This design comes from an exercise in tuning for small area and a short achievable clock period on the open sky130 flow, not from production work.
At most, simulation tests tie the RTL to the original design; equivalence was not proved.
For runs 3 and 4, only the layout was checked, not whether the RTL still works.
Power figures rest on the tool's default switching activity, not on a simulated workload. No driver is modelled on the clock port, so clocking that relies on it looks cheaper here than on a real chip.

**run.sh**
```bash
#!/bin/bash
# synth_recipe.tcl (not shown) runs the flow's synth.tcl, then flattens the netlist and writes it again
# the make line also repeats each setting of config.mk as NAME=value (left out here)
make -C /OpenROAD-flow-scripts/flow DESIGN_CONFIG=/design/flow/config.mk WORK_HOME=/design/flow/orfs CLKGATE_MAP_FILE= SYNTH_SCRIPT=/design/flow/synth_recipe.tcl finish
```
**config.mk**
```make
export PLATFORM = sky130hd
export DESIGN_NAME = top_5stage
export DESIGN_NICKNAME = top_5stage
export VERILOG_FILES = /design/flow/design.v
export SDC_FILE = /design/flow/constraint.sdc
export NUM_CORES = 4
export LEC_CHECK = 0
export CAP_MARGIN = 20
export CORE_MARGIN = 2
export CORE_UTILIZATION = 40
export SLEW_MARGIN = 20
```
**constraint.sdc**
```tcl
create_clock -name core_clock -period 9.0 [get_ports {clk}]
set_input_delay 1.8000 -clock core_clock [delete_from_list [all_inputs] [get_ports {clk}]]
set_output_delay 1.8000 -clock core_clock [all_outputs]
set_load 0.01 [all_outputs]
```
**design.v**
```verilog
module top_5stage(
    input  logic        clk,
    input  logic        reset,
    output logic [15:0] imem_addr,
    input  logic [31:0] imem_rdata,
    output logic        dmem_re,
    output logic [15:0] dmem_addr,
    output logic [31:0] dmem_wdata,
    output logic [3:0]  dmem_wstrb,
    input  logic [31:0] dmem_rdata,
    output logic        rf_we,
    output logic [4:0]  rf_waddr,
    output logic [31:0] rf_wdata
);
    logic [15:1] pc;
    logic [31:0] instr;             
    logic [31:0] iD;                
    logic        vD;                
    logic [15:1] pD;                
    logic [31:0] A_E, B_E, C_E;     
    logic [4:0]  rd_E;
    logic [2:0]  f3_E;
    logic        opk_E, sub_E, sgn_E, xsel_E;
    logic        we_E, ld_E, br_E, sta_E, sthw_E, stw_E;    
    logic [31:0] X_M;               
    logic [15:0] Y_M;               
    logic [4:0]  rd_M;
    logic [2:0]  f3_M;
    logic        we_M, ld_M, pcsrc_M, sta_M, sthw_M, stw_M;  
    logic [31:0] LD;                
    logic [31:0] fin_W;
    logic [4:0]  rd_W;
    logic        we_W;              
    logic [31:1][31:0] rf;          
    assign imem_addr = {pc[15:2], 2'b00};
    always_ff @(posedge clk)
        instr <= imem_rdata;
    wire [6:0] op = iD[6:0];
    wire [2:0] f3 = iD[14:12];
    wire isR  = op == 7'b0110011;
    wire isIA = op == 7'b0010011;
    wire isL  = op == 7'b0000011;
    wire isS  = op == 7'b0100011;
    wire isB  = op == 7'b1100011;
    wire isU  = (op & 7'b1011111) == 7'b0010111;
    wire isI  = isIA | isL;
    wire rs1v = isR | isI | isS | isB;
    wire rs2v = isR | isS | isB;
    wire [4:0] rs1f = iD[19:15];
    wire [4:0] rs2f = iD[24:20];
    wire [4:0] rdf  = iD[11:7];
    wire stall = ld_E & (((rs1v ? rs1f : 5'd0) == rd_E) | ((rs2v ? rs2f : 5'd0) == rd_E));
    logic [31:0] rv1, rv2;
    always_comb begin
        rv1 = 32'd0;
        rv2 = 32'd0;
        for (int i = 1; i < 32; i++) begin
            rv1 = rv1 | ({32{rs1f == i[4:0]}} & rf[i]);
            rv2 = rv2 | ({32{rs2f == i[4:0]}} & rf[i]);
        end
    end
    wire shamt_sel = isI & (f3[1:0] == 2'b01);
    wire [31:0] imm_i = shamt_sel ? {27'd0, iD[24:20]} : {{20{iD[31]}}, iD[31:20]};
    wire [31:0] imm_s = {{20{iD[31]}}, iD[31:25], iD[11:7]};
    wire [31:0] imm_u = {iD[31:12], 12'd0};
    wire [31:0] imm_b = {{20{iD[12]}}, iD[20], iD[30:21], 1'b0};
    wire [31:0] imm = isI ? imm_i : isS ? imm_s : isU ? imm_u : isB ? imm_b : 32'd0;
    wire sllD = (isR | isIA) & (f3 == 3'b001);
    logic [31:0] rv1_rev;
    always_comb for (int i = 0; i < 32; i++) rv1_rev[i] = rv1[31-i];
    wire [15:1] dest = pD + imm_b[15:1];
    wire g = vD & ~stall;
    always_ff @(posedge clk) begin
        iD <= instr;
        pD <= pc;
        vD <= ~reset & ~stall;
        A_E <= rs1v ? (sllD ? rv1_rev : rv1) : 32'd0;
        B_E <= isR ? rv2 : imm;
        C_E <= isB ? {16'd0, dest, 1'b0} : rv2;
        rd_E <= rdf;
        f3_E <= f3;
        opk_E <= isR | isIA;
        sub_E <= (isR & (f3 == 3'b000) & (iD[31:25] != 7'd0)) | ((isR | isIA) & (f3[2:1] == 2'b01)) | isB;
        sgn_E <= isR | (isB & ~f3[1]);
        xsel_E <= isS | isB;
    end
    always_ff @(posedge clk or posedge reset) begin
        if (reset) begin
            we_E <= 1'b0; ld_E <= 1'b0; br_E <= 1'b0;
            sta_E <= 1'b0; sthw_E <= 1'b0; stw_E <= 1'b0;
        end else begin
            we_E   <= g & ~isS & ~isB & (rdf != 5'd0);
            ld_E   <= g & isL;
            br_E   <= g & isB & (f3[2:1] != 2'b01);
            sta_E  <= g & isS & ((f3 == 3'b000) | (f3 == 3'b001) | (f3 == 3'b010));
            sthw_E <= g & isS & ((f3 == 3'b001) | (f3 == 3'b010));
            stw_E  <= g & isS & (f3 == 3'b010);
        end
    end
    wire [31:0] Bx = sub_E ? ~B_E : B_E;
    wire [32:0] sum33 = {1'b0, A_E} + {1'b0, Bx} + {32'd0, sub_E};
    wire [31:0] sum = sum33[31:0];
    wire cout = sum33[32];
    wire ltu = ~cout;
    wire lts = (A_E[31] ^ B_E[31]) ? A_E[31] : ~cout;
    wire lt  = sgn_E ? lts : ltu;
    wire eq  = A_E == B_E;
    wire flag = f3_E[2] ? (lt ^ f3_E[0]) : (eq ^ f3_E[0]);
    wire big = |B_E[31:5];
    wire [31:0] sr = big ? 32'd0 : (A_E >> B_E[4:0]);
    logic [31:0] sr_rev;
    always_comb for (int i = 0; i < 32; i++) sr_rev[i] = sr[31-i];
    logic [31:0] res;
    always_comb begin
        if (!opk_E) res = sum;
        else case (f3_E)
            3'b000: res = sum;
            3'b001: res = sr_rev;
            3'b010, 3'b011: res = {31'd0, lt};
            3'b100: res = A_E ^ B_E;
            3'b101: res = sr;
            3'b110: res = A_E | B_E;
            default: res = A_E & B_E;
        endcase
    end
    always_ff @(posedge clk) begin
        X_M <= xsel_E ? C_E : res;
        Y_M <= sum[15:0];
        rd_M <= rd_E;
        f3_M <= f3_E;
    end
    always_ff @(posedge clk or posedge reset) begin
        if (reset) begin
            we_M <= 1'b0; ld_M <= 1'b0; pcsrc_M <= 1'b0;
            sta_M <= 1'b0; sthw_M <= 1'b0; stw_M <= 1'b0;
        end else begin
            we_M <= we_E; ld_M <= ld_E; pcsrc_M <= br_E & flag;
            sta_M <= sta_E; sthw_M <= sthw_E; stw_M <= stw_E;
        end
    end
    assign dmem_re    = ld_M;
    assign dmem_addr  = Y_M;
    assign dmem_wdata = X_M;
    assign dmem_wstrb = {stw_M, stw_M, sthw_M, sta_M};
    logic [31:0] ldv;
    always_comb begin
        case (f3_M)
            3'b000: ldv = {{24{dmem_rdata[7]}}, dmem_rdata[7:0]};
            3'b001: ldv = {{16{dmem_rdata[15]}}, dmem_rdata[15:0]};
            3'b010: ldv = dmem_rdata;
            3'b100: ldv = {24'd0, dmem_rdata[7:0]};
            3'b101: ldv = {16'd0, dmem_rdata[15:0]};
            default: ldv = 32'd0;
        endcase
    end
    always_ff @(posedge clk) begin
        if (ld_M) LD <= ldv;
        fin_W <= ld_M ? LD : X_M;
        rd_W <= rd_M;
    end
    always_ff @(posedge clk or posedge reset) begin
        if (reset) we_W <= 1'b0;
        else we_W <= we_M;
    end
    always_ff @(posedge clk) begin
        if (reset) pc <= 15'd0;
        else if (!stall) pc <= pcsrc_M ? X_M[15:1] : pc + 15'd2;
    end
    assign rf_we    = we_W;
    assign rf_waddr = rd_W;
    assign rf_wdata = fin_W;
    always_ff @(posedge clk)
        for (int i = 1; i < 32; i++)
            if (we_W && rd_W == i[4:0]) rf[i] <= fin_W;
endmodule
```
==> qor.txt, run 1 <==
Critical Path Start Type: flip-flop
Post-CTS Resized: 0
Postcts setup bufs: 0
RSZ-0062 raised after global routing: false
Worst slew pin tran: 1.24 ns
Sequential Power Share: 49.5%
Clock net sink count: 1,333
PwrDens: 206 nW/um^2
PortBufs: 170
Max Root-Sink Buffers: 3
Ys Warns: 1
Layout cell share with drive strength beyond 1: 11.9%
Max reg flops: 992
Minimum clock period: 4.49 ns
Yosys reg bits: 1,333
Critical path's slowest cell: dfxtp_1
Final wirelength: 280 mm
Final hold vios: 0
Slew Viols, Final: 0
CP Max Fanout: 32
TritonCTS clock tree: done
Via density: 7.30
Die ar.: 148,000 sq um
Cts bufs inserted: 141
Remaining DRCs: 0
Final worst-path cycle share: 49.9%
Combinational Power Share: 6.5%
Synthesis-to-layout area growth: 16.1%
Arr. time, crit path: 2.69 ns
Delay-heaviest family, CP: flip-flops
Relative slew slack: 16.9%
Die Width: 385 um
Vias in the first global route: 45,100
Starting DRT DRC Count: 11,200
Clock transition at the registers of the reported paths: 0.06 ns
Worst-skew pair later-pin latency: 0.80 ns
Crit Path Class: reg2out
Post-synth EDFFs: 1,024
Cell type with the largest total area after synthesis: edfxtp_1
Switching share of power: 24.1%
Worst path buffer plus inverter count: 1
Crit path cell chain: clkdlybuf4s50_1
Peak supply drop: 203 uV
Hold Buf Count CTS: 0
Commonest non-fill, non-tap cell in the layout: edfxtp_1
Reg with most FFs: rf
Antenna Nets Post-Route: 0
Setup TNS: 0 ns
NumNets Final: 4,788
DRT Pass-1 Iters: 10
Share of the synthesized area in the top cell type: 53.0%
Mapped Area: 58,000 sq um
Top FF cell, synth: edfxtp_1
Post-Synthesis Cells: 4,482
CP Capture Type: primary output
Clock skew: 0.0369 ns
Sequential area share after synthesis: 63.8%
Commonest cells after routing, fill and taps aside: edfxtp_1 (1,024), a22oi_1 (555), dfxtp_1 (292)
Min-delay worst type: reg2reg
Mapped Avg Cell Area: 12.9 sq um
Final Setup Violations: 0
Top cells by area, synth: edfxtp_1 (53%), dfxtp_1 (10%), a22oi_1 (7.2%), a22o_1 (3.3%), a221oi_1 (2.8%)
FMAX: 223 MHz
H-tree Lvls: 4
Max-capacitance violation count: 0
DP HPWL: 150 mm
I/O pin count: 173
CTS Root Cell: clkbuf_16
GP Congestion: 1.01
Grt total ovfl: 0
First-pass GRT wire length: 372 mm
Vias: 48,400
Largest stage delay, worst path: 1.03 ns
Die Height: 385 um
NetSw: 0.00334 W
Starting density of the core: 40.3%
Largest net degree at the start of global routing: 46
CP required: 7.20 ns
Initial antenna violation count: 17
FFs w/ async S/R, synth: 0.975%
Synth cell types: 86
P_leak: 23.0 nW
Total GRT Usage: 36.6%
Run status: no timing/DRC/antenna violations
Core Area: 144,000 sq um
Internal power: 0.0105 W
Clock power frac: 44.0%
DR WL/cell: 42.1 um
Power Total: 0.0139 W
Core Rows: 139
-- per-layer routing --
metal | wire length [um] | GRT usage (%) | vias to the layer above
met2 | 113000 | 51.8 | 5176
met5 | 183 | 0.325 | -
met4 | 22600 | 22.9 | 18
met1 | 95100 | 45.3 | 23400
li1 | - | - | 18300
met3 | 48300 | 16.5 | 1454
-- metrics by stage --
| step | instance area, sq um | hold WS, ns | std cells | utilization (%) | worst slack, ns |
|---|---|---|---|---|---|
| floorplan | 58000 | 0.310 | 4483 | - | 5.57 |
| global placement | 62500 | 0.313 | 6370 | 43.5 | 4.73 |
| detailed placement | 62500 | 0.312 | 6370 | 43.5 | 4.76 |
| CTS | 67400 | 0.325 | 6628 | 46.8 | 4.57 |
| global route | 67400 | 0.331 | 6629 | 46.8 | 4.46 |
| finish | 67400 | 0.317 | 6635 | 46.8 | 4.51 |
-- final timing paths --
| path | from | endpoint | slack, ns | cells past startpoint |
|---|---|---|---|---|
| worst max-delay path | fin_W[19] | rf_wdata[19] | 4.51 | 1 |
| worst min-delay path | instr[7] | iD[7] | 0.32 | 0 |
| worst max register to register | B_E[0] | pcsrc_M | 4.71 | 12 |
| worst min register to register | instr[7] | iD[7] | 0.32 | 0 |
| max in group asynchronous | reset | ld_M | 6.61 | 2 |
| min in group asynchronous | reset | pcsrc_M | 1.68 | 2 |
-- cell families (layout without fill, tap and decap cells) --
| kind of cell | after synthesis | after routing | synth area share, % |
|---|---|---|---|
| xor gates and xnor gates | 75 | 75 | 1.13 |
| muxes | 101 | 101 | 2.41 |
| adders and majority gates | 112 | 112 | 2.44 |
| other | 1 | 9 | 0.00646 |
| AOI/OAI and AO/OA | 1406 | 1406 | 18.6 |
| DFF | 1333 | 1333 | 63.8 |
| buffers and inverters | 419 | 661 | 2.96 |
| and+or+nand+nor | 1035 | 1035 | 8.72 |
-- synthesized netlist by cell type, drive strengths merged (5+ instances only) --
cell type / n
edfxtp: 1024
a22oi: 555
dfxtp: 296
nor2: 275
clkbuf: 242
nand3: 219
a22o: 217
nand2: 212
a221oi: 186
a21oi: 130
ha: 110
o21ai: 97
inv: 89
buf: 86
a222oi: 64
nand4: 64
nor3: 54
xor2: 54
or4: 51
mux2: 41
mux2i: 33
o211ai: 31
mux4: 27
o221ai: 26
or3: 25
and3: 23
and2: 22
xnor2: 21
nor2b: 18
nor4: 17
a31oi: 15
nand2b: 15
dfrtp: 13
a2bb2oi: 12
or2: 11
a21o: 10
nand3b: 10
a211oi: 8
a21boi: 7
o21bai: 7
o31ai: 5
-- cell type report --
cell class                      instances  area (sq um)
Multi-Input combinational cell       2731         20000
Antenna cell                            7          17.5
Timing Repair Buffer                  312          2770
Clock buffer                          187          3990
Inverter                               91           342
Clock inverter                         71           826
Fill cell                           12500         76400
Sequential cell                      1333         37000
Tap cell                             1903          2380
-- power by group through the flow --
stage / logic [W] / registers (W) / clock network [W]
CTS: 0.000838 / 0.00685 / 0.00610
detailed placement: 0.000835 / 0.00698 / 0
global route: 0.000906 / 0.00686 / 0.00635
floorplan: 0.000371 / 0.00694 / 0
finish: 0.000897 / 0.00685 / 0.00610
global placement: 0.000832 / 0.00698 / 0
==> run 2: changes to the inputs <==
--- a/config.mk
+++ b/config.mk
@@ -5,7 +5,9 @@
 export SDC_FILE = /design/flow/constraint.sdc
 export NUM_CORES = 4
 export LEC_CHECK = 0
+export ABC_CLOCK_PERIOD_IN_PS = 3000
 export CAP_MARGIN = 20
 export CORE_MARGIN = 2
 export CORE_UTILIZATION = 40
+export SETUP_SLACK_MARGIN = 5
 export SLEW_MARGIN = 20
==> run 2 against run 1 <==
Net effect:
- design area up 0.24%
- highest routed layer unchanged
- register-to-register slack improved by 0.21 ns
- combinational power about the same
- critical path type is now reg2reg
==> qor.txt, run 2 <==
Top post-synthesis cells by count: edfxtp_1 (1,024), a22oi_1 (555), dfxtp_1 (296), nor2_1 (275), clkbuf_1 (242)
NumNets Final: 4,793
Layout cell share with drive strength beyond 1: 12.3%
Sequential area share after synthesis: 63.8%
Max Root-Sink Buffers: 3
Max-capacitance violation count: 0
Mapped Avg Cell Area: 12.9 sq um
Die Width: 385 um
Most used routing layer: met2
DRT Pass-1 Iters: 10
GP Congestion: 1.01
Met3 Track Usage GR: 16.7%
Run status: no timing/DRC/antenna violations
Peak supply drop: 208 uV
First-pass GRT wire length: 373 mm
Top FF cell, synth: edfxtp_1
Hold_sp: instr[3]
Starting density of the core: 40.3%
Yosys reg bits: 1,333
Reg with most FFs: rf
P_leak: 23.1 nW
CP Max Fanout: 17
WHS: 0.325 ns
Post-Synthesis Cells: 4,482
Vias in the first global route: 45,100
Reg2Reg Setup Slack: 4.92 ns
Antenna Nets Post-Route: 0
Hold Path End: iD[3]
Top cells by area, synth: edfxtp_1 (53%), dfxtp_1 (10%), a22oi_1 (7.2%), a22o_1 (3.3%), a221oi_1 (2.8%)
Final worst-path cycle share: 45.3%
Ys Warns: 1
Share of the synthesized area in the top cell type: 53.0%
Reg2reg path depth: 8
Synth cell types: 86
Worst-skew pair later-pin latency: 0.80 ns
FFs w/ async S/R, synth: 0.975%
Synthesis-to-layout area growth: 16.4%
Total GRT Usage: 36.7%
Critical Path Start Type: flip-flop
Grt total ovfl: 0
H-tree Lvls: 4
Arr. time, crit path: 4.77 ns
TritonCTS clock tree: done
Final hold vios: 0
CTS Root Cell: clkbuf_16
Grt met2 use: 51.8%
Clock net sink count: 1,333
Hold Path Cell Cnt: 0
Commonest non-fill, non-tap cell in the layout: edfxtp_1
Final wirelength: 280 mm
Most common cell in the netlist: edfxtp_1
Final Setup Violations: 0
DR WL/cell: 42.2 um
Fillers: 12,500
Crit Path Class: reg2reg
Setup TNS: 0 ns
FMAX: 245 MHz
Core Rows: 139
Cts bufs inserted: 141
Vias: 48,800
Post-synth EDFFs: 1,024
RSZ-0062 raised after global routing: true
Clock skew: 0.0396 ns
Slew Viols, Final: 0
Cell type with the largest total area after synthesis: edfxtp_1
Remaining DRCs: 0
Via density: 7.34
Met1 usage: 45.3%
CP required: 9.69 ns
PwrDens: 205 nW/um^2
DP HPWL: 150 mm
Min-delay worst type: reg2reg
Minimum clock period: 4.08 ns
Largest net degree at the start of global routing: 46
Clock transition at the registers of the reported paths: 0.06 ns
PortBufs: 170
Hold Buf Count CTS: 0
Starting DRT DRC Count: 11,300
Max reg flops: 992
Die Height: 385 um
FF-to-FF End: C_E[3]
Mapped Area: 58,000 sq um
Relative slew slack: 17.5%
Die ar.: 148,000 sq um
I/O pin count: 173
Commonest cells after routing, fill and taps aside: edfxtp_1 (1,024), a22oi_1 (555), dfxtp_1 (277)
CP Capture Type: flip-flop
R2R Path Start: iD[24]
Initial antenna violation count: 14
Core Area: 144,000 sq um
Worst slew pin tran: 1.23 ns
run 2: worst max path at each step:
| stage | start | to | slack (ns) | cells after the start |
|---|---|---|---|---|
| finish | iD[24] | C_E[3] | 4.92 | 8 |
| global route | B_E[0] | pcsrc_M | 4.87 | 13 |
| CTS | fin_W[19] | rf_wdata[19] | 4.93 | 1 |
| detailed placement | B_E[0] | pcsrc_M | 4.76 | 12 |
| global placement | B_E[0] | pcsrc_M | 4.73 | 12 |
| floorplan | sub_E | pcsrc_M | 5.57 | 13 |
run 2: logic make-up after synthesis:
| group | Yosys count | synth area share [%] |
|---|---|---|
| mux | 101 | 2.41 |
| buf+inv | 419 | 2.96 |
| xor+xnor | 75 | 1.13 |
| other cells | 1 | 0.00646 |
| flops | 1333 | 63.8 |
| fa+ha+maj | 112 | 2.44 |
| compound gates | 1406 | 18.6 |
| simple gates | 1035 | 8.72 |
run 2: final cells by class:
| type | instances | area (sq um) | share of cell area, % |
|---|---|---|---|
| diodes | 12 | 30.0 | 0.0445 |
| clock inverters | 71 | 826 | 1.22 |
| repair buffers | 317 | 2860 | 4.24 |
| inverters | 91 | 342 | 0.506 |
| flip-flops and latches | 1333 | 37100 | 54.9 |
| multi-input cells | 2731 | 20000 | 29.7 |
| well taps | 1903 | 2380 | 3.53 |
| clock buffers | 187 | 3990 | 5.91 |
run 2: routing by layer:
metal | up-vias | part of all wire (%)
li1 | 18300 | -
met3 | 1478 | 17
met4 | 12 | 8.2
met2 | 5199 | 41
met5 | - | 0.050
met1 | 23800 | 34
run 2: worst max-delay path: stages (launching register included):
cell	delay [ns]
dfxtp_1	0.68
nand3b_1	0.45
nor2_4	1.07
buf_4	0.63
a22oi_1	0.18
nand4_1	0.18
or3_1	0.43
nor2_1	0.09
a21oi_1	0.22
run 2: repair_timing:
item | 4_1_cts | 5_1_grt
endpoints found under the hold margin | 0 | 0
pin swaps | 0 | 2
setup buffers | 1 | 3
setup endpoints to repair | 26 | 15
gates cloned | 0 | 1
gates resized for setup | 26 | 15
run 2: through the flow:
stage               utilization, %  instance area, sq um  power [W]  setup slack (ns)  cells
floorplan                        -                 58000    0.00731              5.57   4483
global placement              43.5                 62500    0.00781              4.73   6370
detailed placement            43.5                 62500    0.00782              4.76   6370
CTS                           46.9                 67400     0.0138              4.93   6629
global route                  46.9                 67500     0.0141              4.87   6634
finish                        47.0                 67500     0.0138              4.92   6645
run 2: power by group:
| part | switching (W) | internal [W] | leakage, nW |
|---|---|---|---|
| Combinational | 0.000632 | 0.000265 | 8.74 |
| Sequential | 0.000126 | 0.00673 | 12.0 |
| Clock | 0.00258 | 0.00352 | 2.33 |
| Total | 0.00333 | 0.0105 | 23.1 |
==> run 3: changes to the inputs <==
--- a/design.v
+++ b/design.v
@@ -1,3 +1,9 @@
+module rf_aoi3(
+    input  logic a1, b1, a2, b2, a3, b3,
+    output logic y
+);
+    assign y = ~((a1 & b1) | (a2 & b2) | (a3 & b3));
+endmodule
 module top_5stage(
     input  logic        clk,
     input  logic        reset,
@@ -50,14 +56,25 @@
     wire [4:0] rs2f = iD[24:20];
     wire [4:0] rdf  = iD[11:7];
     wire stall = ld_E & (((rs1v ? rs1f : 5'd0) == rd_E) | ((rs2v ? rs2f : 5'd0) == rd_E));
+    logic [31:0] s1, s2;
+    always_comb
+        for (int i = 0; i < 32; i++) begin
+            s1[i] = rs1f == i[4:0];
+            s2[i] = rs2f == i[4:0];
+        end
     logic [31:0] rv1, rv2;
-    always_comb begin
-        rv1 = 32'd0;
-        rv2 = 32'd0;
-        for (int i = 1; i < 32; i++) begin
-            rv1 = rv1 | ({32{rs1f == i[4:0]}} & rf[i]);
-            rv2 = rv2 | ({32{rs2f == i[4:0]}} & rf[i]);
+    logic [31:0][10:0] t1, t2;
+    for (genvar b = 0; b < 32; b++) begin : g_rd
+        for (genvar k = 0; k < 10; k++) begin : g_t
+            rf_aoi3 u1(.a1(s1[3*k+1]), .b1(rf[3*k+1][b]), .a2(s1[3*k+2]), .b2(rf[3*k+2][b]),
+                       .a3(s1[3*k+3]), .b3(rf[3*k+3][b]), .y(t1[b][k]));
+            rf_aoi3 u2(.a1(s2[3*k+1]), .b1(rf[3*k+1][b]), .a2(s2[3*k+2]), .b2(rf[3*k+2][b]),
+                       .a3(s2[3*k+3]), .b3(rf[3*k+3][b]), .y(t2[b][k]));
         end
+        assign t1[b][10] = ~(s1[31] & rf[31][b]);
+        assign t2[b][10] = ~(s2[31] & rf[31][b]);
+        assign rv1[b] = ~&t1[b];
+        assign rv2[b] = ~&t2[b];
     end
     wire shamt_sel = isI & (f3[1:0] == 2'b01);
     wire [31:0] imm_i = shamt_sel ? {27'd0, iD[24:20]} : {{20{iD[31]}}, iD[31:20]};
==> flow/run.sh (new file) <==
#!/bin/bash
# Standard layout with a tighter setup repair target and plain buffers on the ports.
set -uo pipefail
bash standard.sh "SETUP_SLACK_MARGIN=5.8" "BUFFER_PORTS_ARGS=-buffer_cell sky130_fd_sc_hd__buf_4" finish > make_finish.log 2>&1
==> standard.sh (new file) <==
#!/bin/bash
# synth_recipe.tcl (not shown) runs the flow's synth.tcl, then flattens the netlist and writes it again
# the make line also repeats each setting of config.mk as NAME=value (left out here)
make -C /OpenROAD-flow-scripts/flow DESIGN_CONFIG=/design/flow/config.mk WORK_HOME=/design/flow/orfs CLKGATE_MAP_FILE= SYNTH_SCRIPT=/design/flow/synth_recipe.tcl "${@:-finish}"
--- a/config.mk
+++ b/config.mk
@@ -9,5 +9,6 @@
 export CAP_MARGIN = 20
 export CORE_MARGIN = 2
 export CORE_UTILIZATION = 40
-export SETUP_SLACK_MARGIN = 5
 export SLEW_MARGIN = 20
+export SYNTH_HIERARCHICAL = 1
+export SYNTH_MINIMUM_KEEP_SIZE = 0
removed: run.sh
==> run 3 against run 2 <==
Net effect:
- largest cell class unchanged
- worst hold slack got worse by 0.0045 ns
- non-clock buffer count rose by 166
- synthesized cell count fell by 12%
- combinational power rose by 19%
- flip-flop and latch count did not move
- sequential share of layout area fell by 0.44 points
- still clean
==> qor.txt, run 3 <==
Run status: no timing/DRC/antenna violations
H-tree Lvls: 4
Final wirelength: 234 mm
Commonest cells after routing, fill and taps aside: edfxtp_1 (1,024), a222oi_1 (640), buf_4 (375)
Largest net degree at the start of global routing: 64
Worst-skew pair later-pin latency: 0.79 ns
Vias: 44,300
Post-Synthesis Cells: 3,943
Met3 Track Usage GR: 11.2%
DR WL/cell: 36.5 um
Share of the synthesized area in the top cell type: 54.9%
GP Congestion: 0.983
Remaining DRCs: 0
Total GRT Usage: 31.7%
CTS Root Cell: clkbuf_16
Min-delay worst type: reg2reg
Cts bufs inserted: 142
Max reg flops: 992
Worst path most repeated cell: nor2_1
Clock transition at the registers of the reported paths: 0.06 ns
Fillers: 12,000
Sequential area share after synthesis: 66.0%
Layout cell share with drive strength beyond 1: 22.6%
PortBufs: 170
Critical Path Start Type: flip-flop
DP HPWL: 138 mm
Mapped Area: 56,000 sq um
First-pass GRT wire length: 319 mm
Util after Layout: 49.1%
P_leak: 24.1 nW
Top post-synthesis cells by count: edfxtp_1 (1,024), a222oi_1 (640), dfxtp_1 (296), nor2_1 (267), nand2_1 (256)
Cell type with the largest total area after synthesis: edfxtp_1
Ys Warns: 7
CP required: 9.63 ns
Synth cell types: 88
FMAX: 300 MHz
TritonCTS clock tree: done
CP Max Fanout: 32
Vias in the first global route: 41,500
Yosys reg bits: 1,333
Arr. time, crit path: 3.97 ns
Final hold vios: 0
Synthesis-to-layout area growth: 22.1%
Delay-heaviest family, CP: simple AND/OR/NAND/NOR gates
Antenna Nets Post-Route: 0
Initial antenna violation count: 17
Max Root-Sink Buffers: 3
Top FF cell, synth: edfxtp_1
DRT Pass-1 Iters: 15
Die Height: 378 um
Minimum clock period: 3.34 ns
I/O pin count: 173
Final Setup Violations: 0
Final worst-path cycle share: 37.1%
Grt met2 use: 48.0%
Critical path's slowest cell: nand4_1
Max-capacitance violation count: 0
Largest stage delay, worst path: 0.55 ns
Via density: 6.91
Crit path cell chain: nor2_1, nand2_2, nor2_4, buf_4, a222oi_1, nand4_1, a2111oi_4, buf_4, nor2_1, a21oi_1, nor2_1
NumNets Final: 4,596
Power Total: 0.0137 W
CP Capture Type: flip-flop
Relative slew slack: 37.0%
Core Rows: 137
Grt total ovfl: 0
Starting density of the core: 40.2%
Final cell count without fillers: 6,410
RSZ-0062 raised after global routing: true
Starting DRT DRC Count: 9,435
Most used routing layer: met2
Crit Path Class: reg2reg
Top cells by area, synth: edfxtp_1 (55%), a222oi_1 (11%), dfxtp_1 (11%), ha_1 (2.5%), nor2_1 (1.8%)
Peak supply drop: 177 uV
Hold Buf Count CTS: 0
PwrDens: 200 nW/um^2
Reg with most FFs: rf
Commonest non-fill, non-tap cell in the layout: edfxtp_1
DP Cell Count: 5,990
Setup TNS: 0 ns
Die ar.: 143,000 sq um
Most common cell in the netlist: edfxtp_1
Slew Viols, Final: 0
Worst slew pin tran: 0.945 ns
Clock net sink count: 1,333
Clock skew: 0.0398 ns
Worst path buffer plus inverter count: 2
Post-synth EDFFs: 1,024
Core Area: 139,000 sq um
FFs w/ async S/R, synth: 0.975%
Mapped Avg Cell Area: 14.2 sq um
Met1 usage: 41.1%
Die Width: 378 um
[run 3: cell families (layout without fill, tap and decap cells)]
logic type | count (synthesis) | after routing | share of synthesized area (%)
AND/OR/NAND/NOR | 878 | 880 | 7.52
adder cells (fa/ha/maj) | 112 | 112 | 2.53
flip-flops | 1333 | 1333 | 66.0
other | 1 | 6 | 0.00669
buffers and inverters | 248 | 832 | 1.87
AO/OA/AOI/OAI | 1188 | 1188 | 18.4
XOR/XNOR | 73 | 73 | 1.14
multiplexers | 110 | 110 | 2.54
[run 3: layout make-up]
cell class	instances	area, sq um	share of cell area [%]
clock buffers	193	3900	5.70
diodes	4	10.0	0.0146
clock inverters	63	618	0.903
well taps	1876	2350	3.43
inverters	93	357	0.521
flip-flops and latches	1333	37200	54.4
multi-input cells	2365	18900	27.6
repair buffers	483	5080	7.43
[run 3: what timing repair did]
| item | CTS | global route |
|---|---|---|
| pin swaps | 12 | 24 |
| cloned | 34 | 1 |
| gates resized for setup | 301 | 61 |
| buffers inserted | 92 | 32 |
| setup endpoints to repair | 207 | 100 |
[run 3: stage by stage]
step | worst slack [ns] | cell area, sq um | hold WS, ns
after CTS | 5.64 | 67900 | 0.319
after floorplan | 5.83 | 56100 | 0.310
final | 5.66 | 68400 | 0.320
after global placement | 5.16 | 60700 | 0.312
after global routing | 5.66 | 68400 | 0.320
after detailed placement | 5.12 | 60700 | 0.312
[run 3: final timing paths]
check,start,to,slack [ns],cells past startpoint
max in group asynchronous,reset,ld_M,7.17,2
worst min-delay path,instr[19],iD[19],0.32,0
worst max register to register,iD[19],A_E[1],5.66,11
min in group asynchronous,reset,sta_M,1.27,2
worst min register to register,instr[19],iD[19],0.32,0
worst max-delay path,iD[19],A_E[1],5.66,11
[run 3: modules after synthesis, one instance, submodules excluded]
| module | cells inside | cell area [sq um] | copies in the design |
|---|---|---|---|
| rf_aoi3 | 1 | 10.0 | 640 |
| top_5stage | 3303 | 49600 | 1 |
[run 3: routing by layer]
layer  routed length, um  vias up
met5                 100        -
met4               11800       14
met3               35500      619
met2              103000     3632
met1               83700    22100
li1                    -    18000
[run 3: power by group]
group	switching [W]	internal, W
sequential	0.000101	0.00673
clock	0.00249	0.00328
combinational	0.000683	0.000390
total	0.00327	0.0104
==> run 4: changes to the inputs <==
--- a/design.v
+++ b/design.v
@@ -33,6 +33,7 @@
     logic [4:0]  rd_M;
     logic [2:0]  f3_M;
     logic        we_M, ld_M, pcsrc_M, sta_M, sthw_M, stw_M;  
+    logic        ldi_M;             
     logic [31:0] LD;                
     logic [31:0] fin_W;
     logic [4:0]  rd_W;
@@ -56,11 +57,11 @@
     wire [4:0] rs2f = iD[24:20];
     wire [4:0] rdf  = iD[11:7];
     wire stall = ld_E & (((rs1v ? rs1f : 5'd0) == rd_E) | ((rs2v ? rs2f : 5'd0) == rd_E));
-    logic [31:0] s1, s2;
-    always_comb
-        for (int i = 0; i < 32; i++) begin
-            s1[i] = rs1f == i[4:0];
-            s2[i] = rs2f == i[4:0];
+    logic [31:1] s1, s2;
+    always_ff @(posedge clk)
+        for (int i = 1; i < 32; i++) begin
+            s1[i] <= instr[19:15] == i[4:0];
+            s2[i] <= instr[24:20] == i[4:0];
         end
     logic [31:0] rv1, rv2;
     logic [31:0][10:0] t1, t2;
@@ -87,17 +88,18 @@
     always_comb for (int i = 0; i < 32; i++) rv1_rev[i] = rv1[31-i];
     wire [15:1] dest = pD + imm_b[15:1];
     wire g = vD & ~stall;
+    wire subD = (isR & (f3 == 3'b000) & (iD[31:25] != 7'd0)) | ((isR | isIA) & (f3[2:1] == 2'b01)) | isB;
     always_ff @(posedge clk) begin
         iD <= instr;
         pD <= pc;
         vD <= ~reset & ~stall;
         A_E <= rs1v ? (sllD ? rv1_rev : rv1) : 32'd0;
-        B_E <= isR ? rv2 : imm;
+        B_E <= (isR ? rv2 : imm) ^ {32{subD}};
         C_E <= isB ? {16'd0, dest, 1'b0} : rv2;
         rd_E <= rdf;
         f3_E <= f3;
         opk_E <= isR | isIA;
-        sub_E <= (isR & (f3 == 3'b000) & (iD[31:25] != 7'd0)) | ((isR | isIA) & (f3[2:1] == 2'b01)) | isB;
+        sub_E <= subD;
         sgn_E <= isR | (isB & ~f3[1]);
         xsel_E <= isS | isB;
     end
@@ -114,32 +116,41 @@
             stw_E  <= g & isS & (f3 == 3'b010);
         end
     end
-    wire [31:0] Bx = sub_E ? ~B_E : B_E;
-    wire [32:0] sum33 = {1'b0, A_E} + {1'b0, Bx} + {32'd0, sub_E};
-    wire [31:0] sum = sum33[31:0];
-    wire cout = sum33[32];
+    wire [31:0] p = A_E ^ B_E;
+    wire [31:0] gg = A_E & B_E;
+    logic [31:0] G, P;
+    always_comb begin
+        G = gg;
+        P = p;
+        G[0] = gg[0] | (p[0] & sub_E);
+        for (int l = 0; l < 5; l++)
+            for (int i = 0; i < 32; i++)
+                if ((i >> l) & 1) begin
+                    G[i] = G[i] | (P[i] & G[((i >> l) << l) - 1]);
+                    P[i] = P[i] & P[((i >> l) << l) - 1];
+                end
+    end
+    wire [31:0] cin = {G[30:0], sub_E};
+    wire [31:0] sum = p ^ cin;
+    wire cout = G[31];
     wire ltu = ~cout;
-    wire lts = (A_E[31] ^ B_E[31]) ? A_E[31] : ~cout;
+    wire lts = p[31] ? ~cout : A_E[31];
     wire lt  = sgn_E ? lts : ltu;
-    wire eq  = A_E == B_E;
+    wire eq  = &p;
     wire flag = f3_E[2] ? (lt ^ f3_E[0]) : (eq ^ f3_E[0]);
     wire big = |B_E[31:5];
     wire [31:0] sr = big ? 32'd0 : (A_E >> B_E[4:0]);
     logic [31:0] sr_rev;
     always_comb for (int i = 0; i < 32; i++) sr_rev[i] = sr[31-i];
-    logic [31:0] res;
-    always_comb begin
-        if (!opk_E) res = sum;
-        else case (f3_E)
-            3'b000: res = sum;
-            3'b001: res = sr_rev;
-            3'b010, 3'b011: res = {31'd0, lt};
-            3'b100: res = A_E ^ B_E;
-            3'b101: res = sr;
-            3'b110: res = A_E | B_E;
-            default: res = A_E & B_E;
-        endcase
-    end
+    wire is_add = ~opk_E | (f3_E == 3'b000);
+    wire en_p = is_add | (f3_E == 3'b100) | (f3_E == 3'b110);
+    wire en_c = is_add;
+    wire en_g = opk_E & f3_E[2] & f3_E[1];
+    wire en_sr = opk_E & (f3_E == 3'b101);
+    wire en_sl = opk_E & (f3_E == 3'b001);
+    wire en_lt = opk_E & (f3_E[2:1] == 2'b01);
+    wire [31:0] res = ((p & {32{en_p}}) ^ (cin & {32{en_c}})) | (gg & {32{en_g}})
+                    | (sr & {32{en_sr}}) | (sr_rev & {32{en_sl}}) | {31'd0, lt & en_lt};
     always_ff @(posedge clk) begin
         X_M <= xsel_E ? C_E : res;
         Y_M <= sum[15:0];
@@ -171,8 +182,9 @@
         endcase
     end
     always_ff @(posedge clk) begin
-        if (ld_M) LD <= ldv;
-        fin_W <= ld_M ? LD : X_M;
+        ldi_M <= ld_E;
+        if (ldi_M & ~reset) LD <= ldv;
+        fin_W <= ldi_M ? LD : X_M;
         rd_W <= rd_M;
     end
     always_ff @(posedge clk or posedge reset) begin
==> flow/run.sh (replaced) <==
#!/bin/bash
# Standard layout with a tighter setup repair target, plain buffers on the ports and a clock
# tree without dummy loads.
set -uo pipefail
bash standard.sh "SETUP_SLACK_MARGIN=5.9" \
  "BUFFER_PORTS_ARGS=-buffer_cell sky130_fd_sc_hd__buf_2" \
  "CTS_ARGS=-sink_clustering_enable -repair_clock_nets -dont_use_dummy_load -sink_clustering_size 30 -sink_clustering_max_diameter 100" \
  finish > make_finish.log 2>&1
--- a/config.mk
+++ b/config.mk
@@ -8,7 +8,7 @@
 export ABC_CLOCK_PERIOD_IN_PS = 3000
 export CAP_MARGIN = 20
 export CORE_MARGIN = 2
-export CORE_UTILIZATION = 40
+export CORE_UTILIZATION = 55
 export SLEW_MARGIN = 20
 export SYNTH_HIERARCHICAL = 1
 export SYNTH_MINIMUM_KEEP_SIZE = 0
==> run 4 against run 3 <==
Net effect:
- critical path type unchanged
- die area down 28%
- flip-flop and latch count rose by 63
- core utilization increased by 14 points
- sequential share of layout area is 6.5 points higher
- largest power group unchanged
- global-route usage is 12 points higher
==> qor.txt, run 4 <==
FMAX: 303 MHz
Die Width: 322 um
Top cells by area, synth: edfxtp_1 (55%), dfxtp_1 (13%), a222oi_1 (12%), nand4_1 (1.6%), nand2_1 (1.5%)
Starting density of the core: 55.5%
Critical path's slowest cell: a2111oi_1
Share of the synthesized area in the top cell type: 55.3%
Worst path most repeated cell: buf_4
Clock net sink count: 1,396
Max-capacitance violation count: 0
Multi-input gate area in the final layout: 17,100 sq um
Fillers: 7,411
Cts bufs inserted: 55
Layout cell share with drive strength beyond 1: 18.6%
I/O pin count: 173
GP Congestion: 1.02
Via density: 7.86
Final worst-path cycle share: 36.7%
Clock transition at the registers of the reported paths: 0.12 ns
Total GRT Usage: 43.7%
Worst path buffer plus inverter count: 2
DRT Pass-1 Iters: 13
FF-to-FF End: B_E[7]
Remaining DRCs: 0
Crit path cell chain: buf_4, a222oi_1, nand4_1, a2111oi_1, buf_4, nor2_1, a21oi_1, xnor2_1
Largest net degree at the start of global routing: 65
Max reg flops: 992
Reg2reg path depth: 8
Commonest non-fill, non-tap cell in the layout: edfxtp_1
Crit Path Class: reg2reg
CP Capture Type: flip-flop
Top post-synthesis cells by count: edfxtp_1 (1,024), a222oi_1 (640), dfxtp_1 (359), nand2_1 (225), nor2_1 (201)
Sequential area share after synthesis: 68.8%
Worst-skew pair later-pin latency: 0.75 ns
Final wirelength: 232 mm
Synthesis-to-layout area growth: 13.9%
Minimum clock period: 3.31 ns
Setup TNS: 0 ns
Core Rows: 116
NumNets Final: 4,278
Slew Viols, Final: 0
TritonCTS clock tree: done
Critical Path Start Type: flip-flop
Vias: 43,000
Synth cell types: 94
Max Root-Sink Buffers: 3
DP HPWL: 133 mm
CP Max Fanout: 25
RSZ-0062 raised after global routing: true
Core Area: 100,000 sq um
Worst slew pin tran: 1.21 ns
FF/Latch Area: 38,600 sq um
Starting DRT DRC Count: 9,660
Initial antenna violation count: 13
Yosys reg bits: 1,396
Reg with most FFs: rf
H-tree Lvls: 2
Peak supply drop: 181 uV
Die ar.: 104,000 sq um
R2R Path Start: s2[28]
Reg2Reg Setup Slack: 5.69 ns
Min-delay worst type: reg2reg
PwrDens: 178 nW/um^2
Delay-heaviest family, CP: compound AO/OA/AOI/OAI gates
CTS Root Cell: clkbuf_16
Relative slew slack: 17.5%
CP required: 9.61 ns
Post-Synthesis Cells: 3,766
Largest stage delay, worst path: 0.74 ns
Grt total ovfl: 0
Final hold vios: 0
Vias in the first global route: 40,200
Mapped Avg Cell Area: 14.8 sq um
Commonest cells after routing, fill and taps aside: edfxtp_1 (1,024), a222oi_1 (640), dfxtp_1 (269)
Most common cell in the netlist: edfxtp_1
Critical Path Source: s2[28]
Die Height: 322 um
P_leak: 21.7 nW
Run status: no timing/DRC/antenna violations
Final Setup Violations: 0
Ys Warns: 7
Mapped Area: 55,600 sq um
First-pass GRT wire length: 313 mm
Top FF cell, synth: edfxtp_1
Util after Layout: 63.2%
Post-synth EDFFs: 1,024
Antenna Nets Post-Route: 0
FFs w/ async S/R, synth: 0.931%
WP depth: 8
PortBufs: 170
DR WL/cell: 42.4 um
Clock skew: 0.126 ns
Cell type with the largest total area after synthesis: edfxtp_1
CP endpoint: B_E[7]
Arr. time, crit path: 3.92 ns
## run 4: metal layers
layer	part of all wire [%]	vias up	global-route usage (%)
met4	10	8	36.1
met3	16	878	15.8
met1	31	20900	51.0
met5	0.019	-	0.331
met2	43	4086	64.7
li1	-	17100	-
## run 4: logic make-up (layout without fill, tap and decap cells)
family | count (synthesis) | in the layout | synth area share, %
flip-flops | 1396 | 1396 | 68.8
AO/OA/AOI/OAI | 1175 | 1175 | 18.0
AND/OR/NAND/NOR | 783 | 784 | 6.90
buffers and inverters | 169 | 558 | 1.41
multiplexers | 111 | 111 | 2.32
XOR/XNOR | 78 | 78 | 1.23
adder cells (fa/ha/maj) | 53 | 53 | 1.27
other | 1 | 12 | 0.00675
## run 4: modules after synthesis (local to each module, per instance)
module / flip-flops and latches / area (sq um)
top_5stage: 1396 / 49200
rf_aoi3: 0 / 10.0
## run 4: power by group
part | switching (W) | internal (W) | total (W) | leakage [nW]
clock | 0.00189 | 0.00110 | 0.00299 | 0.678
combinational | 0.000728 | 0.000386 | 0.00111 | 8.37
sequential | 0.000126 | 0.00702 | 0.00715 | 12.7
total | 0.00274 | 0.00850 | 0.0112 | 21.7
## run 4: metrics by stage
step / total power (W) / cell area [sq um] / instances / worst slack [ns] / hold WS (ns)
floorplan: 0.00761 / 55600 / 3767 / 5.98 / 0.310
global placement: 0.00811 / 59100 / 5271 / 4.77 / 0.317
detailed placement: 0.00813 / 59100 / 5271 / 4.75 / 0.312
CTS: 0.0112 / 62900 / 5435 / 5.79 / 0.330
global route: 0.0114 / 63300 / 5455 / 5.74 / 0.333
finish: 0.0112 / 63300 / 5465 / 5.69 / 0.329
## run 4: what timing repair did
item,4_1_cts,5_1_grt
buffers inserted,81,17
hold buffers,0,0
endpoints found under the hold margin,0,0
cloned,28,2
endpoints found under the setup margin,145,75
pin swaps,4,18
resized for setup,300,42
## run 4: cell type report
| type | count | share of cell area, % |
|---|---|---|
| flip-flops and latches | 1396 | 60.9 |
| multi-input cells | 2203 | 27.1 |
| repair buffers | 467 | 6.97 |
| well taps | 1298 | 2.56 |
| clock buffers | 55 | 2.17 |
| inverters | 35 | 0.249 |
| diodes | 10 | 0.0395 |
| repair inverters | 1 | 0.0178 |
## run 4: worst min-delay path by stage
stage	startpoint	end	slack [ns]	cells after the start
finish	rd_M[2]	rd_W[2]	0.33	0
global route	rd_M[2]	rd_W[2]	0.33	0
CTS	rd_M[2]	rd_W[2]	0.33	0
detailed placement	instr[5]	iD[5]	0.31	0
global placement	instr[27]	iD[27]	0.32	0
floorplan	instr[0]	iD[0]	0.31	0
==> run 5: changes to the inputs <==
--- a/design.v
+++ b/design.v
@@ -33,7 +33,6 @@
     logic [4:0]  rd_M;
     logic [2:0]  f3_M;
     logic        we_M, ld_M, pcsrc_M, sta_M, sthw_M, stw_M;  
-    logic        ldi_M;             
     logic [31:0] LD;                
     logic [31:0] fin_W;
     logic [4:0]  rd_W;
@@ -182,9 +181,8 @@
         endcase
     end
     always_ff @(posedge clk) begin
-        ldi_M <= ld_E;
-        if (ldi_M & ~reset) LD <= ldv;
-        fin_W <= ldi_M ? LD : X_M;
+        if (ld_M) LD <= ldv;
+        fin_W <= ld_M ? LD : X_M;
         rd_W <= rd_M;
     end
     always_ff @(posedge clk or posedge reset) begin
==> run 5 against run 4 <==
Net effect:
- still clean
- core utilization decreased by 0.52 points
- non-clock buffer count decreased by 14
- critical path depth decreased by 7
- worst setup slack improved by 0.11 ns
- sequential share of layout area increased by 0.38 points
- combinational power decreased by 5%
==> qor.txt, run 5 <==
CP Max Fanout: 2
CP Capture Type: primary output
FMAX: 313 MHz
Grt total ovfl: 0
Final Setup Violations: 0
Peak supply drop: 159 uV
Reg2Reg Setup Slack: 5.82 ns
Die Width: 322 um
CP required: 7.20 ns
PortBufs: 170
Critical Path Start Type: flip-flop
Core Rows: 116
Via density: 7.91
Starting density of the core: 55.5%
Largest stage delay, worst path: 0.53 ns
GP Congestion: 0.959
DRT Pass-1 Iters: 11
Run status: no timing/DRC/antenna violations
Mapped Area: 55,600 sq um
Min-delay worst type: reg2reg
Final worst-path cycle share: 35.5%
Ys Warns: 7
Layout cell share with drive strength beyond 1: 18.9%
Synth cell types: 87
Clock skew: 0.0897 ns
Relative slew slack: 17.5%
Worst path buffer plus inverter count: 1
Setup TNS: 0 ns
Commonest cells after routing, fill and taps aside: edfxtp_1 (1,024), a222oi_1 (640), dfxtp_1 (277)
Slew Viols, Final: 0
Vias in the first global route: 41,000
Delay-heaviest family, CP: flip-flops
Final hold vios: 0
Antenna Nets Post-Route: 0
FFs w/ async S/R, synth: 0.932%
Max reg flops: 992
Yosys reg bits: 1,395
Clock net sink count: 1,395
Minimum clock period: 3.19 ns
Arr. time, crit path: 1.39 ns
Fillers: 7,414
Top cells by area, synth: edfxtp_1 (55%), dfxtp_1 (13%), a222oi_1 (12%), nor2_1 (1.7%), nand4_1 (1.6%)
Share of the synthesized area in the top cell type: 55.3%
Pre-CTS WS: 5.33 ns
Core Area: 100,000 sq um
WHS: 0.329 ns
Reg with most FFs: rf
Mapped Avg Cell Area: 14.8 sq um
First-pass GRT wire length: 306 mm
DP HPWL: 134 mm
Crit Path Class: reg2out
Cts bufs inserted: 55
Total GRT Usage: 42.1%
Initial antenna violation count: 11
NumNets Final: 4,261
Commonest non-fill, non-tap cell in the layout: edfxtp_1
Starting DRT DRC Count: 10,700
Largest net degree at the start of global routing: 44
DR WL/cell: 41.1 um
CTS Root Cell: clkbuf_16
Worst-skew pair later-pin latency: 0.74 ns
Max Root-Sink Buffers: 3
Crit path cell chain: buf_6
Sequential area share after synthesis: 68.8%
Critical path's slowest cell: dfrtp_2
PwrDens: 178 nW/um^2
Synthesis-to-layout area growth: 12.9%
Most common cell in the netlist: edfxtp_1
RSZ-0062 raised after global routing: true
Top post-synthesis cells by count: edfxtp_1 (1,024), a222oi_1 (640), dfxtp_1 (358), nor2_1 (248), nand2_1 (231)
TritonCTS clock tree: done
Die Height: 322 um
Top FF cell, synth: edfxtp_1
Vias: 43,000
Worst slew pin tran: 1.24 ns
Max-capacitance violation count: 0
Post-Synthesis Cells: 3,766
Clock transition at the registers of the reported paths: 0.12 ns
Die ar.: 104,000 sq um
Remaining DRCs: 0
H-tree Lvls: 2
Final wirelength: 224 mm
Final WS setup: 5.81 ns
I/O pin count: 173
P_leak: 21.4 nW
Cell type with the largest total area after synthesis: edfxtp_1
Post-synth EDFFs: 1,024
## run 5: cell types whose count changed after synthesis, moves of 9 or more
cell | before | now
xor2_1 | 36 | 20
o21a_1 | 24 | 9
nor2_1 | 201 | 248
a22oi_1 | 2 | 13
o21ai_0 | 81 | 60
mux4_2 | 4 | 16
mux2_2 | 40 | 76
xnor2_1 | 42 | 60
a211oi_1 | 43 | 16
nor2b_1 | 54 | 24
nand3_1 | 23 | 37
buf_1 | 6 | 15
## run 5: power by group
group          internal (W)  total, W  leakage (nW)  switching [W]
clock network       0.00110   0.00301         0.678        0.00191
logic              0.000379   0.00106          8.11       0.000680
registers           0.00703   0.00714          12.6       0.000116
total               0.00850    0.0112          21.4        0.00270
## run 5: final timing paths
kind | from | endpoint | cells past startpoint
max | ld_M | dmem_re | 1
min | instr[7] | iD[7] | 0
max reg2reg | s1[1] | A_E[2] | 6
min reg2reg | instr[7] | iD[7] | 0
max in group asynchronous | reset | we_W | 2
min in group asynchronous | reset | sthw_E | 2
## run 5: what timing repair did
action | in CTS | in global routing
setup buffers | 72 | 12
gates resized for setup | 249 | 38
endpoints found under the setup margin | 112 | 67
hold buffers | 0 | 0
pin swaps | 4 | 12
gates cloned | 21 | 1
## run 5: logic make-up after synthesis
| group | share of synthesized area (%) |
|---|---|
| buffers and inverters | 1.43 |
| AO/OA/AOI/OAI | 17.4 |
| flip-flops | 68.8 |
| AND/OR/NAND/NOR | 6.80 |
| adder cells (fa/ha/maj) | 1.27 |
| XOR/XNOR | 1.26 |
| other | 0.00674 |
| multiplexers | 3.08 |
## run 5: layout make-up
type                            instances  area [sq um]  area share (%)
Clock buffer                           55          1380            2.19
Timing Repair Buffer                  453          4000            6.36
Tap cell                             1298          1620            2.59
Inverter                               37           151           0.241
Antenna cell                            3          7.51          0.0120
Sequential cell                      1395         38500            61.3
Multi-Input combinational cell       2200         17200            27.3
## run 5: modules after synthesis, one instance, submodules excluded
module | copies in the design | cell area, sq um | cells inside
rf_aoi3 | 640 | 10.0 | 1
top_5stage | 1 | 49200 | 3126
## run 5: through the flow
stage,util [%],total power [W],std cells,area [sq um]
3_3_place_gp,59.0,0.00811,5277,59100
5_1_grt,62.7,0.0114,5438,62800
3_5_place_dp,59.1,0.00812,5277,59100
6_report,62.7,0.0112,5441,62800
4_1_cts,62.4,0.0111,5425,62500
2_1_floorplan,-,0.00763,3767,55600
## run 5: per-layer routing
layer  vias to the layer above  global-route usage [%]  part of all wire [%]
met5                         -                       0                 0.095
met4                        12                    21.9                   6.9
met3                       902                    15.2                    16
met2                      3996                    65.7                    45
met1                     21100                    51.6                    33
li1                      17100                       -                     -
==> run 6: changes to the inputs <==
==> flow/run.sh (replaced) <==
#!/bin/bash
# Standard layout with a tighter setup repair target, plain buffers on the ports and a clock
# tree without dummy loads.
set -uo pipefail
bash standard.sh "SETUP_SLACK_MARGIN=6.1" \
  "BUFFER_PORTS_ARGS=-buffer_cell sky130_fd_sc_hd__buf_2" \
  "CTS_ARGS=-sink_clustering_enable -repair_clock_nets -dont_use_dummy_load -sink_clustering_size 30 -sink_clustering_max_diameter 100" \
  finish > make_finish.log 2>&1
==> run 6 against run 5 <==
Net effect:
- still clean on timing, DRC and antenna
- worst setup slack gained 0.0085 ns
- via count up 1.1%
- non-clock buffer count increased by 57
- critical endpoint unchanged
- largest power group unchanged
==> qor.txt, run 6 <==
Synth cell types: 87
Combinational Power Share: 9.8%
Post-Synth XOR/XNOR Area: 1.26%
Ys Warns: 7
Yosys reg bits: 1,395
Die Width: 322 um
Cts bufs inserted: 54
PortBufs: 170
FF-to-FF End: X_M[15]
Critical path's slowest cell: dfrtp_2
Starting DRT DRC Count: 11,000
DR WL/cell: 41.4 um
Critical Path Source: ld_M
Post-Synthesis Cells: 3,766
Hold Buf Count CTS: 0
Final wirelength: 228 mm
Slew Viols, Final: 0
Total GRT Usage: 42.6%
Delay-heaviest family, CP: flip-flops
FMAX: 314 MHz
Arr. time, crit path: 1.38 ns
Commonest non-fill, non-tap cell in the layout: edfxtp_1
Multiplexer share of the synthesized area: 3.08%
Hold Path End: iD[28]
Clock skew: 0.102 ns
P_leak: 21.9 nW
CP Max Fanout: 2
Fillers: 7,237
Core Area: 100,000 sq um
Commonest cells after routing, fill and taps aside: edfxtp_1 (1,024), a222oi_1 (640), buf_4 (266)
First-pass GRT wire length: 310 mm
Complex-gate fraction of the synthesized area: 17.4%
Worst-skew pair later-pin latency: 0.76 ns
Starting density of the core: 55.5%
Top post-synthesis cells by count: edfxtp_1 (1,024), a222oi_1 (640), dfxtp_1 (358), nor2_1 (248), nand2_1 (231)
I/O pin count: 173
Vias: 43,500
PwrDens: 175 nW/um^2
Internal power: 0.00851 W
Grt total ovfl: 0
Final Setup Violations: 0
Crit path cell chain: buf_6
Largest net degree at the start of global routing: 44
CP Capture Type: primary output
Share of the synthesized area in the top cell type: 55.3%
Critical Path Start Type: flip-flop
Hold Path Cell Cnt: 0
NetSw: 0.00269 W
Die Height: 322 um
Reg with most FFs: rf
DRT Pass-1 Iters: 14
Vias in the first global route: 41,700
Switching share of power: 24.0%
Max Root-Sink Buffers: 3
Mapped Avg Cell Area: 14.8 sq um
Mapped Area: 55,600 sq um
Run status: no timing/DRC/antenna violations
Reg2Reg Setup Slack: 5.98 ns
Setup TNS: 0 ns
Hold_sp: instr[28]
RSZ-0062 raised after global routing: true
Relative slew slack: 23.4%
Die ar.: 104,000 sq um
Reg2reg path depth: 10
Final worst-path cycle share: 35.4%
Remaining DRCs: 0
FFs w/ async S/R, synth: 0.932%
Synth Area in Simple Gates: 6.80%
Clock net sink count: 1,395
TritonCTS clock tree: done
Crit Path Class: reg2out
CP required: 7.20 ns
H-tree Lvls: 2
Largest stage delay, worst path: 0.53 ns
Cell type with the largest total area after synthesis: edfxtp_1
CTS Root Cell: clkbuf_16
Adder-Cell Fraction of Synth Area: 1.27%
Sequential area share after synthesis: 68.8%
Worst path buffer plus inverter count: 1
Max reg flops: 992
Layout cell share with drive strength beyond 1: 21.5%
Clock transition at the registers of the reported paths: 0.12 ns
Design area: 64,200 sq um
Main combinational cell family by area after synthesis: compound AO/OA/AOI/OAI gates
Antenna Nets Post-Route: 0
Min-delay worst type: reg2reg
Most common cell in the netlist: edfxtp_1
Top cells by area, synth: edfxtp_1 (55%), dfxtp_1 (13%), a222oi_1 (12%), nor2_1 (1.7%), nand4_1 (1.6%)
Synthesis-to-layout area growth: 15.4%
Core Rows: 116
R2R Path Start: B_E[4]
Clock power frac: 26.5%
Top FF cell, synth: edfxtp_1
Final hold vios: 0
Dpl cell area: 59,200 sq um
Sequential Power Share: 63.7%
Minimum clock period: 3.18 ns
DP HPWL: 134 mm
Peak supply drop: 157 uV
Post-synth EDFFs: 1,024
NumNets Final: 4,317
Worst slew pin tran: 1.15 ns
Initial antenna violation count: 12
GP Congestion: 0.985
Via density: 7.91
Max-capacitance violation count: 0
## run 6: kinds of logic (layout without fill, tap and decap cells)
group	count (synthesis)	in the layout
AO/OA/AOI/OAI	1118	1118
flip-flops	1395	1395
multiplexers	140	140
buffers and inverters	173	601
AND/OR/NAND/NOR	806	807
other	1	8
adder cells (fa/ha/maj)	53	53
XOR/XNOR	80	80
## run 6: worst reg2reg max path, stage by stage, from the launching register on
cell	delay [ns]
dfxtp_1	0.51
ha_1	0.32
a2111oi_1	0.61
o21ai_4	0.17
a21oi_4	0.28
buf_4	0.16
nor2b_2	0.04
a31oi_1	0.24
nor2_1	0.08
xnor2_1	0.18
o32a_1	0.28
## run 6: modules after synthesis, one instance, submodules excluded
module	flip-flops and latches	cells	area [sq um]	copies in the design
rf_aoi3	0	1	10.0	640
top_5stage	1395	3126	49200	1
## run 6: metrics by stage
step	total power, W	hold WS (ns)	worst slack [ns]	util [%]	cells
after floorplan	0.00763	0.310	6.11	-	3767
after global placement	0.00811	0.315	5.31	59.1	5281
after detailed placement	0.00812	0.312	5.26	59.1	5282
after CTS	0.0111	0.333	5.80	63.4	5472
after global routing	0.0114	0.334	5.83	64.1	5495
final	0.0112	0.315	5.82	64.1	5500
## run 6: power groups by stage
stage | registers [W] | clock network [W] | logic [W]
after floorplan | 0.00731 | 0 | 0.000320
after global placement | 0.00731 | 0 | 0.000792
after detailed placement | 0.00732 | 0 | 0.000804
after CTS | 0.00713 | 0.00295 | 0.00102
after global routing | 0.00714 | 0.00316 | 0.00111
final | 0.00714 | 0.00297 | 0.00110
## run 6: area by class of cell
| class | instances | area, sq um | share of cell area [%] |
|---|---|---|---|
| well taps | 1298 | 1620 | 2.53 |
| inverters | 37 | 151 | 0.236 |
| diodes | 6 | 15.0 | 0.0234 |
| repair buffers | 510 | 5010 | 7.80 |
| clock buffers | 54 | 1350 | 2.11 |
| flip-flops and latches | 1395 | 38600 | 60.1 |
| multi-input cells | 2200 | 17500 | 27.2 |
## run 6: layer usage
layer	part of all wire, %	vias to the layer above	track usage (%)
met5	0.034	-	0.189
met4	8.0	10	25.4
met3	15	997	13.8
met2	45	4177	67.1
met1	32	21200	51.4
li1	-	17200	-
## run 6: repair_timing
item,4_1_cts,5_1_grt
cloned,21,2
hold endpoints to repair,0,0
endpoints found under the setup margin,163,179
resized for setup,403,108
pin swaps,17,43
setup buffers,115,20
## run 6: how the worst max path moves through the flow
stage               slack, ns       to  depth (start not counted)
finish                   5.82  dmem_re                          1
CTS                      5.80  dmem_re                          1
global route             5.83  dmem_re                          1
global placement         5.31   LD[21]                          4
floorplan                6.11  X_M[27]                         15
detailed placement       5.26   LD[17]                          4
==> run 7: changes to the inputs <==
==> flow/run.sh (replaced) <==
#!/bin/bash
# Standard layout with a tighter setup repair target, plain buffers on the ports and a clock
# tree without dummy loads.
set -uo pipefail
bash standard.sh "SETUP_SLACK_MARGIN=5.9" \
  "BUFFER_PORTS_ARGS=-buffer_cell sky130_fd_sc_hd__buf_2" \
  "CTS_ARGS=-sink_clustering_enable -repair_clock_nets -dont_use_dummy_load -sink_clustering_size 30 -sink_clustering_max_diameter 100" \
  finish > make_finish.log 2>&1
--- a/config.mk
+++ b/config.mk
@@ -5,7 +5,7 @@
 export SDC_FILE = /design/flow/constraint.sdc
 export NUM_CORES = 4
 export LEC_CHECK = 0
-export ABC_CLOCK_PERIOD_IN_PS = 3000
+export ABC_CLOCK_PERIOD_IN_PS = 2000
 export CAP_MARGIN = 20
 export CORE_MARGIN = 2
 export CORE_UTILIZATION = 55
==> run 7 against run 6 <==
Net effect:
- synthesized cell count stayed put
- via count decreased by 1.1%
- first-iteration DRC count shrank 2.5%
- clock power grew 1%
- critical endpoint unchanged
- worst hold slack better by 0.014 ns
- highest routed layer unchanged
- global-route usage down 0.51 points
- still clean on timing, DRC and antenna
- sequential share of layout area grew 1.2 points
==> qor.txt, run 7 <==
Minimum clock period: 3.19 ns
Design area: 62,800 sq um
Synth Area in Simple Gates: 6.80%
Cell type with the largest total area after synthesis: edfxtp_1
Worst path buffer plus inverter count: 1
Largest net degree at the start of global routing: 44
WP depth: 1
Largest stage delay, worst path: 0.53 ns
Max-capacitance violation count: 0
Share of the synthesized area in the top cell type: 55.3%
Post-synth EDFFs: 1,024
NumNets Final: 4,261
P_leak: 21.4 nW
RSZ-0062 raised after global routing: true
Remaining DRCs: 0
Most common cell in the netlist: edfxtp_1
Vias in the first global route: 41,000
I/O pin count: 173
Complex-gate fraction of the synthesized area: 17.4%
Clock skew: 0.0897 ns
Slew Viols, Final: 0
Peak supply drop: 159 uV
Crit Path Class: reg2out
Reg2reg path depth: 6
Top post-synthesis cells by count: edfxtp_1 (1,024), a222oi_1 (640), dfxtp_1 (358), nor2_1 (248), nand2_1 (231)
CTS Root Cell: clkbuf_16
Clock net sink count: 1,395
Crit path cell chain: buf_6
Adder-Cell Fraction of Synth Area: 1.27%
WHS: 0.329 ns
GP Congestion: 0.959
Die ar.: 104,000 sq um
Relative slew slack: 17.5%
Run status: no timing/DRC/antenna violations
Critical Path Start Type: flip-flop
DR WL/cell: 41.1 um
H-tree Lvls: 2
Total GRT Usage: 42.1%
CP Capture Type: primary output
Dpl cell area: 59,100 sq um
Delay-heaviest family, CP: flip-flops
Via density: 7.91
Max Root-Sink Buffers: 3
Top cells by area, synth: edfxtp_1 (55%), dfxtp_1 (13%), a222oi_1 (12%), nor2_1 (1.7%), nand4_1 (1.6%)
Final Setup Violations: 0
Final wirelength: 224 mm
Max reg flops: 992
Power Total: 0.0112 W
Initial antenna violation count: 11
Post-Synth XOR/XNOR Area: 1.26%
FFs w/ async S/R, synth: 0.932%
Final worst-path cycle share: 35.5%
CP Max Fanout: 2
Worst slew pin tran: 1.24 ns
Commonest non-fill, non-tap cell in the layout: edfxtp_1
First-pass GRT wire length: 306 mm
Reg with most FFs: rf
Ys Warns: 7
Layout cell share with drive strength beyond 1: 18.9%
Fillers: 7,414
Core Area: 100,000 sq um
Antenna Nets Post-Route: 0
DRT Pass-1 Iters: 11
Min-delay worst type: reg2reg
Mapped Avg Cell Area: 14.8 sq um
Main combinational cell family by area after synthesis: compound AO/OA/AOI/OAI gates
Grt total ovfl: 0
PortBufs: 170
Starting DRT DRC Count: 10,700
Top FF cell, synth: edfxtp_1
Mapped Area: 55,600 sq um
FF/Latch Area: 38,500 sq um
Cts bufs inserted: 55
TritonCTS clock tree: done
Post-Synthesis Cells: 3,766
Worst-skew pair later-pin latency: 0.74 ns
Hold Path Cell Cnt: 0
Vias: 43,000
Multi-input gate area in the final layout: 17,200 sq um
Synthesis-to-layout area growth: 12.9%
Die Height: 322 um
Final cell count without fillers: 5,441
CP required: 7.20 ns
Core Rows: 116
Setup TNS: 0 ns
Critical path's slowest cell: dfrtp_2
DP Cell Count: 5,277
Synth cell types: 87
Die Width: 322 um
FMAX: 313 MHz
Starting density of the core: 55.5%
Hold Buf Count CTS: 0
Arr. time, crit path: 1.39 ns
Yosys reg bits: 1,395
Clock transition at the registers of the reported paths: 0.12 ns
Sequential area share after synthesis: 68.8%
Final hold vios: 0
DP HPWL: 134 mm
PwrDens: 178 nW/um^2
Multiplexer share of the synthesized area: 3.08%
Commonest cells after routing, fill and taps aside: edfxtp_1 (1,024), a222oi_1 (640), dfxtp_1 (277)
## run 7: area by class of cell
class / count / area share [%]
flip-flops and latches: 1395 / 61.3
multi-input cells: 2200 / 27.3
repair buffers: 453 / 6.36
well taps: 1298 / 2.59
clock buffers: 55 / 2.19
inverters: 37 / 0.241
diodes: 3 / 0.0120
## run 7: what timing repair did
action                     in CTS  in global routing
setup endpoints to repair     112                 67
pin swaps                       4                 12
gates resized for setup       249                 38
hold endpoints to repair        0                  0
cloned                         21                  1
setup buffers                  72                 12
## run 7: power by group
part / internal, W / switching, W / leakage [nW]
Sequential: 0.00703 / 0.000116 / 12.6
Combinational: 0.000379 / 0.000680 / 8.11
Clock: 0.00110 / 0.00191 / 0.678
Total: 0.00850 / 0.00270 / 21.4
## run 7: per-stage QoR
step                worst slack, ns  utilization (%)
floorplan                      5.93                -
global placement               5.29             59.0
detailed placement             5.33             59.1
CTS                            5.80             62.4
global route                   5.80             62.7
finish                         5.81             62.7
## run 7: cells by family (layout without fill, tap and decap cells)
| logic type | after synthesis | in the layout |
|---|---|---|
| other cells | 1 | 5 |
| fa+ha+maj | 53 | 53 |
| flops | 1395 | 1395 |
| xor+xnor | 80 | 80 |
| simple gates | 806 | 807 |
| mux | 140 | 140 |
| compound gates | 1118 | 1118 |
| buf+inv | 173 | 545 |
## run 7: Yosys stat by module (local to each module, per instance)
module / flip-flops and latches / area [sq um]
top_5stage: 1395 / 49200
rf_aoi3: 0 / 10.0
## run 7: per-layer routing
metal	part of all wire, %	up-vias	global-route usage [%]	wire, um
li1	-	17100	-	-
met1	33	21100	51.6	72700
met2	45	3996	65.7	100000
met3	16	902	15.2	35000
met4	6.9	12	21.9	15400
met5	0.095	-	0	212
## run 7: worst paths after layout
path                            startpoint      end  slack, ns
worst max-delay path                  ld_M  dmem_re       5.81
worst min-delay path              instr[7]    iD[7]       0.33
worst max register to register       s1[1]   A_E[2]       5.82
worst min register to register    instr[7]    iD[7]       0.33
max in group asynchronous            reset     we_W       7.16
min in group asynchronous            reset   sthw_E       1.36

re-timing with driven ports:
No port has a modelled driver above. Below, the same layouts with a new extraction and two added sets of constraints.
Step 1 assumes that a clkbuf_16 drives the clock port and a buf_2 every other input.
Step 2 times the ports against the registers' clock, not the clock port: input delays grow and output delays shrink by t, the midpoint of the rising clock arrivals with the driver on.
a / b / c = ideal / step 1 / step 2; a / b = the first two.
run	shift t [ns]	setup slack, ns	worst setup path at the end	slew at the worst register clock pin (ns)	worst slew at a driven data input, ns
run 1	0.855	4.509 / 4.431 / 4.708	register to register	0.07 / 0.07	0.08
run 2	0.861	4.920 / 4.920 / 4.920	register to register	0.07 / 0.07	0.08
run 3	0.855	5.662 / 5.617 / 5.662	register to register	0.06 / 0.06	0.07
run 4	0.768	5.695 / 5.695 / 5.695	register to register	0.12 / 0.12	0.04
run 5	0.771	5.808 / 5.731 / 5.638	input to register	0.12 / 0.12	0.05
run 6	0.770	5.816 / 5.736 / 5.461	input to register	0.12 / 0.12	0.06
run 7	0.771	5.808 / 5.731 / 5.638	input to register	0.12 / 0.12	0.05
After both steps every run listed still meets setup and hold. For run 6, which loses most, drivers alone change the setup slack by -0.080 ns; drivers and shift together by -0.355 ns.
